Background: an optimization exercise with open tools, aiming at small area, a short achievable clock period and few clock cycles. Do not read the settings as production practice. Function was not checked in any run shown here: the RTL went through the layout flow alone. No activity file was given, so power comes from the tool's default toggle rates.

<file path="design/flow/design.v">
`timescale 1ns / 1ps
module ALU(input [31:0]A, B,
			input sub,
			input [6:0]sel,
			output [31:0]Y,
			output Z);
	wire [31:0]bx = B ^ {32{sub}};
	wire [32:0]s = {1'b0, A} + {1'b0, bx} + {32'h0, sub};
	wire [31:0]x = A ^ B;
	wire [31:0]o = A | B;
	wire lt = (A[31] ^ B[31]) ? A[31] : s[31];
	wire ltu = ~s[32];
	assign Z = (x == 32'h0);
	assign Y = ({32{sel[0]}} & s[31:0]) |
	           ({32{sel[1]}} & (A & B)) |
	           ({32{sel[2]}} & o) |
	           ({32{sel[3]}} & x) |
	           ({32{sel[4]}} & ~o) |
	           {31'h0, (sel[5] & lt) | (sel[6] & ltu)};
endmodule
`timescale 1ns / 1ps
module RegisterFile_PipeLine(ReadReg1, ReadReg2, WriteReg, RegWrite, WriteData, clk, ReadData1, ReadData2);
	input [4:0]ReadReg1, ReadReg2, WriteReg;
	input clk, RegWrite;
	input [31:0]WriteData;
	output reg [31:0]ReadData1, ReadData2;
	reg [31:0]regfile[31:1];
	integer i;
	always @(*) begin
		ReadData1 = 32'h0;
		ReadData2 = 32'h0;
		for (i = 1; i < 32; i = i + 1) begin
			ReadData1 = ReadData1 | ({32{ReadReg1 == i}} & regfile[i]);
			ReadData2 = ReadData2 | ({32{ReadReg2 == i}} & regfile[i]);
		end
	end
	always @(posedge clk)
		if(RegWrite && WriteReg != 5'h00)
			regfile[WriteReg] <= WriteData;
endmodule
`timescale 1ns / 1ps
module Main_PipeLine(clk, reset, imem_addr, imem_rdata, dmem_addr, dmem_wdata, dmem_we, dmem_rdata);
	input clk, reset;
	output [31:0]imem_addr;
	input [31:0]imem_rdata;
	output [31:0]dmem_addr, dmem_wdata;
	output dmem_we;
	input [31:0]dmem_rdata;
	reg [9:0]pc;
	reg [31:0]a_e, b_e;
	reg [15:0]imm_e;
	reg sx_e, alusrc_e, sub_e;
	reg [6:0]sel_e;
	reg [4:0]dest_e;
	reg rw_e, mw_e, mr_e, br_e, bne_e, pt_e;
	reg [9:0]alt_e;
	wire [31:0]srcb = alusrc_e ? {{16{sx_e & imm_e[15]}}, imm_e} : b_e;
	wire [31:0]aluy;
	wire eq;
	ALU alu(.A(a_e), .B(srcb), .sub(sub_e), .sel(sel_e), .Y(aluy), .Z(eq));
	wire [11:0]maddr = a_e[11:0] + imm_e[11:0];
	assign dmem_addr = {20'h0, maddr};
	assign dmem_wdata = b_e;
	assign dmem_we = mw_e;
	wire [31:0]wb = mr_e ? dmem_rdata : aluy;
	wire mis = br_e & (eq ^ bne_e ^ pt_e);
	wire [31:0]ins = imem_rdata;
	wire [5:0]op = ins[31:26];
	wire [4:0]rs = ins[25:21];
	wire [4:0]rt = ins[20:16];
	wire [4:0]rd = ins[15:11];
	wire [5:0]fn = ins[5:0];
	wire rtype = (op == 6'd0);
	wire ialu = (op[5:3] == 3'b001);
	wire lw = (op == 6'd35);
	wire sw = (op == 6'd43);
	wire isbr = (op[5:1] == 5'b00010);
	wire [31:0]rf1, rf2;
	RegisterFile_PipeLine regfile(.ReadReg1(rs), .ReadReg2(rt), .WriteReg(dest_e), .RegWrite(rw_e),
		.WriteData(wb), .clk(clk), .ReadData1(rf1), .ReadData2(rf2));
	wire fa = rw_e && (dest_e == rs);
	wire fb = rw_e && (dest_e == rt);
	wire [31:0]ra = fa ? wb : rf1;
	wire [31:0]rb = fb ? wb : rf2;
	wire rw_d = (rtype && fn != 6'd0) || ialu || lw;
	wire [4:0]dest_d = rtype ? rd : rt;
	wire [6:0]sel_d;
	wire sub_d;
	wire [3:0]code = rtype ? fn[3:0] :
	                 ialu ? (op[2] ? {2'b01, op[1:0]} : (op[1] ? {3'b101, op[0]} : 4'b0000)) : 4'b0000;
	assign sel_d[0] = (code[3:2] == 2'b00);
	assign sel_d[1] = (code == 4'b0100);
	assign sel_d[2] = (code == 4'b0101);
	assign sel_d[3] = (code == 4'b0110);
	assign sel_d[4] = (code == 4'b0111);
	assign sel_d[5] = (code == 4'b1010);
	assign sel_d[6] = (code == 4'b1011);
	assign sub_d = (code[3:1] == 3'b001) || code[3];
	wire sx_d = ~(ialu && op[2]);
	wire [9:0]pc1 = pc + 10'd1;
	wire [9:0]tgt = pc1 + ins[9:0];
	wire same = (rs == rt);
	wire pt_d = isbr && (same ? ~op[0] : ins[15]);
	wire [9:0]npc = mis ? alt_e : (pt_d ? tgt : pc1);
	assign imem_addr = {20'h0, pc, 2'b00};
	always @(posedge clk) begin
		a_e <= ra;
		b_e <= rb;
		imm_e <= ins[15:0];
		sx_e <= sx_d;
		alusrc_e <= ~rtype && ~isbr;
		sub_e <= sub_d;
		sel_e <= sel_d;
		dest_e <= dest_d;
		bne_e <= op[0];
		pt_e <= pt_d;
		alt_e <= pt_d ? pc1 : tgt;
		if (reset) begin
			pc <= 10'h0;
			rw_e <= 1'b0;
			mw_e <= 1'b0;
			mr_e <= 1'b0;
			br_e <= 1'b0;
		end else begin
			pc <= npc;
			rw_e <= ~mis && rw_d && (dest_d != 5'h0);
			mw_e <= ~mis && sw;
			mr_e <= lw;
			br_e <= ~mis && isbr;
		end
	end
endmodule
</file>
<file path="design/flow/run.sh">
#!/bin/bash
# synth_recipe.tcl (not shown) runs the flow's synth.tcl, then flattens the netlist and writes it again
# the make line also repeats each setting of config.mk as NAME=value (left out here)
make -C /OpenROAD-flow-scripts/flow DESIGN_CONFIG=/design/flow/config.mk WORK_HOME=/design/flow/orfs CLKGATE_MAP_FILE= SYNTH_SCRIPT=/design/flow/synth_recipe.tcl finish
</file>
<file path="design/flow/config.mk">
export PLATFORM = sky130hd
export DESIGN_NAME = Main_PipeLine
export DESIGN_NICKNAME = Main_PipeLine
export VERILOG_FILES = /design/flow/design.v
export SDC_FILE = /design/flow/constraint.sdc
export NUM_CORES = 4
export LEC_CHECK = 0
export CAP_MARGIN = 20
export CORE_MARGIN = 2
export CORE_UTILIZATION = 40
export PLACE_DENSITY = 0.6
export SLEW_MARGIN = 20
</file>
<file path="design/flow/constraint.sdc">
create_clock -name core_clock -period 6.8 [get_ports {clk}]
set_input_delay 1.3600 -clock core_clock [delete_from_list [all_inputs] [get_ports {clk}]]
set_output_delay 1.3600 -clock core_clock [all_outputs]
set_load 0.01 [all_outputs]
</file>
==> notes.md, run 1 <==
status complete, no violations; Core ar. 126000 sq um; IR drop worst, VDD 215 uV; top-count cell post-synth edfxtp_1; post-route setup slack 1.45 ns; Hold Buf Count CTS 0; drt initial violations 11200; flops & latches, synth 1113; fill count 11100; RSZ-0062 raised after global routing no; initial antenna violation count 11; Hold WC Path Type flop to flop; setup bufs post-CTS 0; Starting Density 40.4%; Reg-to-Reg Start alusrc_e; residual DRC count 0; GPL Wtd Cong 0.984; Reg2Reg Setup Slack 1.45 ns; crit-path cells buf_4 > mux2i_4 > a21oi_1 > fa_1 > nand2b_1 > a21oi_1 > o211ai_1 > o211ai_1 > a21boi_0 > mux2i_1 > o22ai_1 > inv_1; Final Hold Viols 0; internal power 12.7 mW; leak pwr 20.2 nW; r2r worst-path depth 12; clk root buf clkbuf_16; Clock Power Share 35.2%; first-pass GRT wire length 328 mm; Finished Layout Cells 5906; Buf/Inv on CP 2; clk latency of the worst-skew pair 0.76 ns; Slew headroom 11.4%; CP max-delay cell o211ai_1; max incr delay on CP 0.75 ns; sequential area share after synthesis 63.3%; vias in the first global route 39800; Yosys top cell area share 58.5%; fin area 59200 sq um; Tmin final 5.35 ns; clk slew on worst S/H paths 0.06 ns; post-route ant nets 0; Syn Area/Cell 12.7 sq um; largest net degree at the start of global routing 34; Total Wirelength 245 mm; # nets final 4345; Post-synth ARST share 0%; PD cells 299 nW/um^2; CTS tree done; worst r2r dst regfile.regfile[10][22]; register area 32200 sq um; area leader, netlist edfxtp_1; ranking of synthesized cells by area edfxtp_1, a22oi_1, dfxtp_1; Distinct cells, synth 71; final setup fails 0; final setup TNS 0 ns; CP required 7.13 ns; share of cells above drive strength 1 11.9%; GRT Overall Usage 36.3%; Sequential Power Share 48.5%; clock skew 0.0333 ns; Cells after DPL 5695; CTS Sinks 1113; Syn. warnings 2; dpl cell area 55400 sq um; Ports 163; cells after synthesis 4007; Place WS 1.56 ns; Final Slew Violations 0; Comb pwr share 16.3%; critical path depth in cells 12; Vias/cell 7.36; critical path type flop to flop; Worst Setup Start Kind flop; Sw Ratio 28.4%; Post-synth top cells edfxtp_1, a22oi_1, nand2_1; first-pass detailed-route iteration total 17; FMAX 187 MHz; num rows 130; switching pwr 5.03 mW; grt ovf 0; port buffer count 120; Routed wire per std cell 41.5 um; H-tree depth 3; Critical Path End regfile.regfile[10][22]; area grow syn2layout 16.2%; post-synthesis cell area 50900 sq um; post_cts resized 0; Final Util 47.0%; hold depth 2; die area 130000 sq um; area of the multi-input gates 18000 sq um; worst-margin pin slew 1.33 ns; CTS buffer count 108; Post-synth EDFFs 992; Crit. Startpoint alusrc_e; max-cap viol count 0; critical path peak fanout 31; Worst path top cell family by delay compound AO/OA/AOI/OAI gates; final worst-path cycle share 78.7%; DR vias 43500; Top FF cell, synth edfxtp_1; crit path DAT 5.68 ns; CTS max path bufs 3; chip width 361 um; HPWL Detailed 145 mm; die height 361 um; Crit. End Element flop
-- worst reg2reg max path, stage by stage (launching register included) --
cell      delay [ns]
dfxtp_2         0.58
buf_4           0.43
mux2i_4         0.39
a21oi_1         0.14
fa_1            0.43
nand2b_1        0.18
a21oi_1         0.27
o211ai_1        0.27
o211ai_1        0.75
a21boi_0        0.30
mux2i_1         0.18
o22ai_1         0.45
inv_1           0.54
-- power groups by stage --
stage | combinational (mW) | clock, mW | sequential, mW
3_3_place_gp | 2.71 | 0 | 8.72
2_1_floorplan | 1.49 | 0 | 8.65
6_report | 2.90 | 6.23 | 8.58
3_5_place_dp | 2.73 | 0 | 8.72
5_1_grt | 3.03 | 6.48 | 8.58
4_1_cts | 2.74 | 6.21 | 8.57
-- placed cells by master (no fill, tap or decap), types with 42 or more instances in the layout --
cell type | Yosys | routed
buf_4 | 42 | 163
xnor2_1 | 63 | 63
nor2_1 | 181 | 88
mux2i_1 | 61 | 61
nand4_1 | 100 | 100
o21ai_0 | 52 | 52
clkbuf_16 | 0 | 112
a222oi_1 | 67 | 67
edfxtp_1 | 992 | 992
inv_1 | 117 | 117
nor2_4 | 0 | 93
nand2_1 | 277 | 277
dfxtp_1 | 121 | 118
nor3_1 | 108 | 108
conb_1 | 1 | 42
a22oi_1 | 902 | 902
nand3_1 | 116 | 114
ha_1 | 116 | 116
a21oi_1 | 71 | 69
clkdlybuf4s50_1 | 0 | 120
-- cell type report --
class,instances,area share [%]
Inverter,117,0.742
Clock buffer,131,4.87
Clock inverter,69,1.21
Sequential cell,1113,54.4
Multi-Input combinational cell,2517,30.4
Tap cell,1650,3.49
Antenna cell,6,0.0254
Timing Repair Buffer,303,4.82
-- routing by layer --
| metal | track usage, % | vias to the layer above | part of all wire (%) |
|---|---|---|---|
| met2 | 51.9 | 5006 | 41 |
| li1 | - | 16300 | - |
| met1 | 44.4 | 20800 | 33 |
| met3 | 17.6 | 1307 | 19 |
| met4 | 21.1 | 20 | 7.7 |
| met5 | 0.629 | - | 0.11 |
-- per-stage QoR --
stage | total power [mW] | hold slack, ns
3_3_place_gp | 11.4 | 0.448
5_1_grt | 18.1 | 0.493
6_report | 17.7 | 0.475
4_1_cts | 17.5 | 0.473
2_1_floorplan | 10.1 | 0.437
3_5_place_dp | 11.4 | 0.458
-- how the worst min path moves through the flow --
stage | startpoint | to | slack (ns)
finish | alt_e[2] | pc[2] | 0.47
global route | alt_e[2] | pc[2] | 0.49
CTS | alt_e[2] | pc[2] | 0.47
detailed placement | alt_e[2] | pc[2] | 0.46
global placement | alt_e[2] | pc[2] | 0.45
floorplan | alt_e[2] | pc[2] | 0.44
-- cells by family after synthesis --
kind of cell / Yosys count / synth area share, %
AO/OA/AOI/OAI: 1270 / 18.6
flip-flops: 1113 / 63.3
AND/OR/NAND/NOR: 919 / 8.63
buffers and inverters: 418 / 3.43
adder cells (fa/ha/maj): 119 / 2.97
XOR/XNOR: 91 / 1.57
multiplexers: 76 / 1.55
other: 1 / 0.00737
-- flip-flops by register name, summed over array words and instances, names as in the netlist --
signal / count
sub_e: 1
dest_e: 5
imm_e: 16
bne_e: 1
alusrc_e: 1
mr_e: 1
pc: 10
a_e: 32
sx_e: 1
pt_e: 1
mw_e: 1
br_e: 1
rw_e: 1
sel_e: 7
regfile.regfile: 992
alt_e: 10
b_e: 32
==> run 2: changes to the inputs <==
--- a/design/flow/config.mk
+++ b/design/flow/config.mk
@@ -10,3 +10,4 @@
 export CORE_UTILIZATION = 40
 export PLACE_DENSITY = 0.6
+export SETUP_SLACK_MARGIN = 3.5
 export SLEW_MARGIN = 20
==> run 2 against run 1 <==
  * Largest power group unchanged
  * First-iteration DRC count is 22% higher
  * Sequential power about the same
  * Combinational power up 84%
  * Die area is the same
  * Synthesized cell count stayed put
  * Design area rose by 11%
  * Still clean
  * Critical endpoint is now dmem_addr[10]
  * Non-clock buffer count up 297
  * Clock skew grew 0.0088 ns
  * Worst hold slack improved by 0.0052 ns
  * Area after synthesis unchanged
==> notes.md, run 2 <==
status complete, no violations; crit path DAT 2.99 ns; Reg2Reg Setup Slack 2.83 ns; crit-path cells ha_4 > inv_2 > fa_2 > nor2b_2 > o21ai_2 > a21boi_2 > o21ai_2 > a21boi_2 > o21ai_2 > a211o_1 > o211ai_1 > buf_2; Buf/Inv on CP 2; cells after synthesis 4007; Tmin final 4.35 ns; residual DRC count 0; Total Wirelength 270 mm; CP required 5.44 ns; clk root buf clkbuf_16; GPL Wtd Cong 0.951; Ports 163; FMAX 230 MHz; leading cell type in the layout, fill and taps excluded edfxtp_1; Largest Register regfile.regfile; vias in the first global route 42900; drt initial violations 13600; Post-synth ARST share 0%; Crit. End Element primary output; fill count 10400; most frequent CP cell o21ai_2; share of cells above drive strength 1 24.3%; CTS buffer count 109; critical path type flop to primary output; Worst Setup Start Kind flop; # nets final 4690; HPWL Detailed 136 mm; post-synthesis cell area 50900 sq um; dpl cell area 55400 sq um; max incr delay on CP 0.41 ns; hold depth 2; num rows 130; CTS max path bufs 3; first-pass GRT wire length 353 mm; worst-margin pin slew 1.28 ns; Vias/cell 7.61; Core ar. 126000 sq um; worst r2r dst regfile.regfile[29][29]; GRT Overall Usage 39.4%; Post-synth EDFFs 992; IR drop worst, VDD 227 uV; r2r worst-path depth 17; Cells after DPL 5670; ranking of synthesized cells by area edfxtp_1, a22oi_1, dfxtp_1; initial antenna violation count 13; clk latency of the worst-skew pair 0.77 ns; first-pass detailed-route iteration total 17; Critical Path End dmem_addr[10]; Largest register FFs 992; clock skew 0.0421 ns; final worst-path cycle share 64.0%; Finished Layout Cells 6266; CTS tree done; post-route ant nets 0; RSZ-0062 raised after global routing yes; Yosys top cell area share 58.5%; critical path depth in cells 12; final setup fails 0; Final Util 52.1%; Crit. Startpoint a_e[0]; Slew headroom 12.0%; Starting Density 40.4%; Top FF cell, synth edfxtp_1; Worst path top cell family by delay compound AO/OA/AOI/OAI gates; flops & latches, synth 1113; die height 361 um; Final Hold Viols 0; Final Slew Violations 0; leak pwr 22.9 nW; fin area 65600 sq um; Hold Buf Count CTS 0; CTS Sinks 1113; Post-synth top cells edfxtp_1, a22oi_1, nand2_1; area leader, netlist edfxtp_1; clk slew on worst S/H paths 0.07 ns; Syn. warnings 2; sequential area share after synthesis 63.3%; chip width 361 um; critical path peak fanout 2; PD cells 308 nW/um^2; DR vias 47700; Distinct cells, synth 71; Reg-to-Reg Start alusrc_e; H-tree depth 3; final setup TNS 0 ns; port buffer count 120; die area 130000 sq um; max-cap viol count 0; grt ovf 0; top-count cell post-synth edfxtp_1; area grow syn2layout 28.9%; largest registers regfile.regfile: 992 flops, a_e: 32 flops, b_e: 32 flops; Syn Area/Cell 12.7 sq um; most frequent cells in the layout edfxtp_1, a22oi_1, buf_4; CP max-delay cell dfxtp_4; largest net degree at the start of global routing 43; Routed wire per std cell 43.1 um; Hold WC Path Type flop to flop
[run 2: how the worst min path moves through the flow]
stage,endpoint,slack [ns],start
finish,pc[2],0.48,alt_e[2]
global route,pc[6],0.50,alt_e[6]
CTS,pc[2],0.47,alt_e[2]
detailed placement,pc[2],0.46,alt_e[2]
global placement,pc[2],0.45,alt_e[2]
floorplan,pc[2],0.44,alt_e[2]
[run 2: metal layers]
| metal | vias to the layer above | share of wire [%] | GRT usage [%] |
|---|---|---|---|
| met3 | 1827 | 20 | 22.6 |
| li1 | 17100 | - | - |
| met4 | 29 | 9.1 | 25.6 |
| met2 | 5975 | 38 | 52.8 |
| met5 | - | 0.46 | 5.33 |
| met1 | 22700 | 32 | 47.3 |
[run 2: stage by stage]
step                      setup WS, ns  power [mW]  hold WS [ns]
after floorplan                   3.16        10.2         0.437
after global placement            1.48        11.4         0.446
after detailed placement          1.46        11.5         0.460
after CTS                         2.37        18.8         0.475
after global routing              2.38        20.5         0.500
final                             2.45        20.2         0.480
[run 2: worst reg2reg max path, cell delays in order, from the launching register on]
cell,delay [ns]
dfxtp_4,0.39
buf_6,0.13
buf_16,0.13
mux2i_4,0.25
xnor2_1,0.10
ha_1,0.35
a21o_1,0.21
or3_4,0.39
o2111ai_4,0.22
buf_6,0.15
buf_6,0.12
o2111ai_4,0.17
nand3_4,0.20
a211o_1,0.24
mux2i_4,0.33
buf_12,0.17
buf_6,0.11
nand2b_4,0.07
[run 2: final cells by class]
class                      count  area [sq um]  area share [%]
antenna                       16          40.0          0.0610
clock buffer                 141          3020            4.61
clock inverter                65           649           0.990
inverter                     117           532           0.810
multi-input combinational   2549         20400            31.0
sequential                  1113         32200            49.1
tap                         1650          2060            3.15
timing repair buffer         600          6570            10.0
timing repair inverter        15           136           0.208
[run 2: what timing repair did]
action / CTS / global route
buffers inserted: 242 / 58
endpoints found under the hold margin: 0 / 0
gates resized for setup: 405 / 222
cloned: 48 / 23
pin swaps: 137 / 96
endpoints found under the setup margin: 975 / 949
[run 2: where the power goes]
group	internal, mW	switching, mW	total (mW)	leakage, nW
logic	2.22	3.13	5.34	11.2
clock network	3.49	2.81	6.30	1.79
registers	8.40	0.190	8.59	9.95
total	14.1	6.12	20.2	22.9
[run 2: cells by family after synthesis]
logic type,synth area share [%]
AO/OA/AOI/OAI,18.6
flip-flops,63.3
AND/OR/NAND/NOR,8.63
buffers and inverters,3.43
adder cells (fa/ha/maj),2.97
XOR/XNOR,1.57
multiplexers,1.55
other,0.00737
==> run 3: changes to the inputs <==
--- a/design/flow/config.mk
+++ b/design/flow/config.mk
@@ -8,6 +8,6 @@
 export CAP_MARGIN = 20
 export CORE_MARGIN = 2
-export CORE_UTILIZATION = 40
-export PLACE_DENSITY = 0.6
-export SETUP_SLACK_MARGIN = 3.5
+export CORE_UTILIZATION = 30
+export PLACE_DENSITY = 0.5
+export SETUP_SLACK_MARGIN = 2.5
 export SLEW_MARGIN = 20
==> run 3 against run 2 <==
  * Power down 7.5%
  * Critical path depth unchanged
  * Design area decreased by 6.6%
  * Via count decreased by 8.6%
==> notes.md, run 3 <==
status complete, no violations; max-cap viol count 0; post-synthesis cell area 50900 sq um; GPL Wtd Cong 0.948; Final Util 36.3%; most frequent CP cell o21ai_1; Top FF cell, synth edfxtp_1; most frequent cells in the layout edfxtp_1, a22oi_1, nand2_1; Syn Area/Cell 12.7 sq um; IR drop worst, VDD 223 uV; drt initial violations 10000; CTS buffer count 112; top-count cell post-synth edfxtp_1; area leader, netlist edfxtp_1; Design Power 18.7 mW; Total Wirelength 266 mm; flops & latches, synth 1113; Starting Density 30.1%; initial antenna violation count 12; # nets final 4417; post-route ant nets 0; sequential area share after synthesis 63.3%; grt ovf 0; Tmin final 4.49 ns; largest net degree at the start of global routing 53; area grow syn2layout 20.4%; Post-synth top cells edfxtp_1, a22oi_1, nand2_1; chip width 416 um; Hold WC Path Type flop to flop; ant diodes 0; die height 416 um; Largest Register regfile.regfile; PD cells 305 nW/um^2; num rows 151; largest registers regfile.regfile: 992 flops, a_e: 32 flops, b_e: 32 flops; worst-margin pin slew 1.33 ns; Routed wire per std cell 40.6 um; final setup TNS 0 ns; final worst-path cycle share 66.0%; Slew headroom 11.0%; ranking of synthesized cells by area edfxtp_1, a22oi_1, dfxtp_1; Crit. Startpoint a_e[0]; fill count 16200; clk slew on worst S/H paths 0.07 ns; critical path type flop to primary output; die area 173000 sq um; Syn. warnings 2; Distinct cells, synth 71; Worst Setup Start Kind flop; vias in the first global route 40800; Post-synth EDFFs 992; GRT Overall Usage 29.6%; critical path peak fanout 2; CTS Sinks 1113; port buffer count 120; Largest register FFs 992; RSZ-0062 raised after global routing yes; Buf/Inv on CP 2; HP Start alt_e[2]; Cells after DPL 6261; CP max-delay cell dfxtp_4; residual DRC count 0; CTS max path bufs 3; Finished Layout Cells 6548; Ports 163; Post-synth ARST share 0%; clk root buf clkbuf_16; final setup fails 0; Vias/cell 6.65; crit path DAT 3.13 ns; Reg-to-Reg Start alusrc_e; clk latency of the worst-skew pair 0.78 ns; first-pass detailed-route iteration total 14; leading cell type in the layout, fill and taps excluded edfxtp_1; Final Hold Viols 0; FMAX 223 MHz; HPWL Detailed 154 mm; Final Slew Violations 0; Yosys top cell area share 58.5%; CP required 5.44 ns; Crit. End Element primary output; leak pwr 20.8 nW; first-pass GRT wire length 353 mm; Worst path top cell family by delay compound AO/OA/AOI/OAI gates; Core ar. 169000 sq um; max incr delay on CP 0.40 ns; H-tree depth 3; area of the multi-input gates 18300 sq um; cells after synthesis 4007; clock skew 0.0365 ns; share of cells above drive strength 1 14.7%; CTS tree done; DR vias 43600; register area 32200 sq um; crit-path cells ha_4 > inv_2 > fa_2 > nor2b_1 > o21ai_1 > a21boi_1 > o21ai_1 > a21boi_1 > o21ai_1 > a211o_1 > o211ai_1 > buf_2
## run 3: where the power goes
part           switching (mW)  leakage, nW  internal, mW
clock network            2.86         1.96          3.97
registers               0.151         9.95          8.41
logic                    2.34         8.93         0.987
## run 3: kinds of logic (layout without fill, tap and decap cells)
group                    count (synthesis)  after routing  share of synthesized area [%]
flip-flops                            1113           1113                           63.3
AO/OA/AOI/OAI                         1270           1272                           18.6
multiplexers                            76             76                           1.55
XOR/XNOR                                91             91                           1.57
adder cells (fa/ha/maj)                119            119                           2.97
other                                    1             42                        0.00737
AND/OR/NAND/NOR                        919            920                           8.63
buffers and inverters                  418            697                           3.43
## run 3: through the flow
step,worst slack (ns),instance area [sq um],hold WS [ns]
after floorplan,2.50,51100,0.437
after global placement,1.46,56100,0.467
after detailed placement,1.37,56200,0.469
after CTS,2.24,60700,0.484
after global routing,2.18,61300,0.498
final,2.31,61300,0.475
## run 3: layout make-up
type                    instances  share of cell area (%)
multi-input cells            2520                    29.8
well taps                    2218                    4.53
repair inverters                8                  0.0980
clock buffers                 142                    5.02
clock inverters                70                    1.51
flip-flops and latches       1113                    52.6
repair buffers                360                    5.69
inverters                     117                   0.763
## run 3: final timing paths
check | to | slack [ns] | cells past startpoint
setup / recovery | dmem_addr[10] | 2.31 | 12
hold / removal | pc[2] | 0.47 | 2
setup reg to reg | regfile.regfile[17][19] | 2.59 | 13
hold reg to reg | pc[2] | 0.47 | 2
## run 3: timing repair
action                     in CTS  in global routing
pin swaps                      16                 22
hold buffers                    0                  0
setup endpoints to repair     563                429
buffers inserted               25                 37
gates resized for setup        83                 33
cloned                          8                  3
hold endpoints to repair        0                  0
## run 3: worst reg2reg max path: stages, from the launching register on
cell,delay (ns)
dfxtp_4,0.39
buf_12,0.14
mux2i_1,0.47
xnor2_1,0.14
ha_1,0.43
a21oi_1,0.31
o21ai_0,0.21
a31oi_2,0.31
o21ai_1,0.18
a221o_1,0.38
a21oi_1,0.23
mux2_2,0.48
a21boi_4,0.23
buf_12,0.16
## run 3: metal layers
metal / up-vias / global-route usage (%) / part of all wire [%]
met2: 4492 / 44.5 / 42
met3: 1279 / 11.8 / 15
met1: 21300 / 35.7 / 35
li1: 16500 / - / -
met5: - / 0.500 / 0.12
met4: 24 / 17.2 / 7.5

[afterwards: timing with drivers on the ports]
No port has a modelled driver above. Below, the same layouts with a new extraction and two added sets of constraints.
Step 1 (the two cells are an assumption about what drives the block):
set clk [get_ports {clk}]
set_driving_cell -lib_cell sky130_fd_sc_hd__clkbuf_16 $clk
set_driving_cell -lib_cell sky130_fd_sc_hd__buf_2 [delete_from_list [all_inputs] $clk]
Step 2, shift: input delay + t, output delay - t, t = (earliest + latest rising clock arrival at the registers) / 2. This alone moves slack from input paths to output paths.
a / b / c = no drivers / after step 1 / after step 2; a / b = the first two.
run	t (ns)	slack for setup (ns)	hold slack, ns	clock arrival spread, ns
run 1	0.822	1.451 / 1.388 / 1.143	0.475 / 0.475 / 0.475	0.033 / 0.033
run 2	0.834	2.451 / 2.368 / 2.423	0.480 / 0.480 / 0.480	0.045 / 0.044
run 3	0.849	2.311 / 2.227 / 1.508	0.475 / 0.475 / 0.475	0.036 / 0.036
After both steps setup and hold are still met in every run listed. For run 3, which loses most, drivers alone change the setup slack by -0.084 ns; drivers and shift together by -0.803 ns.
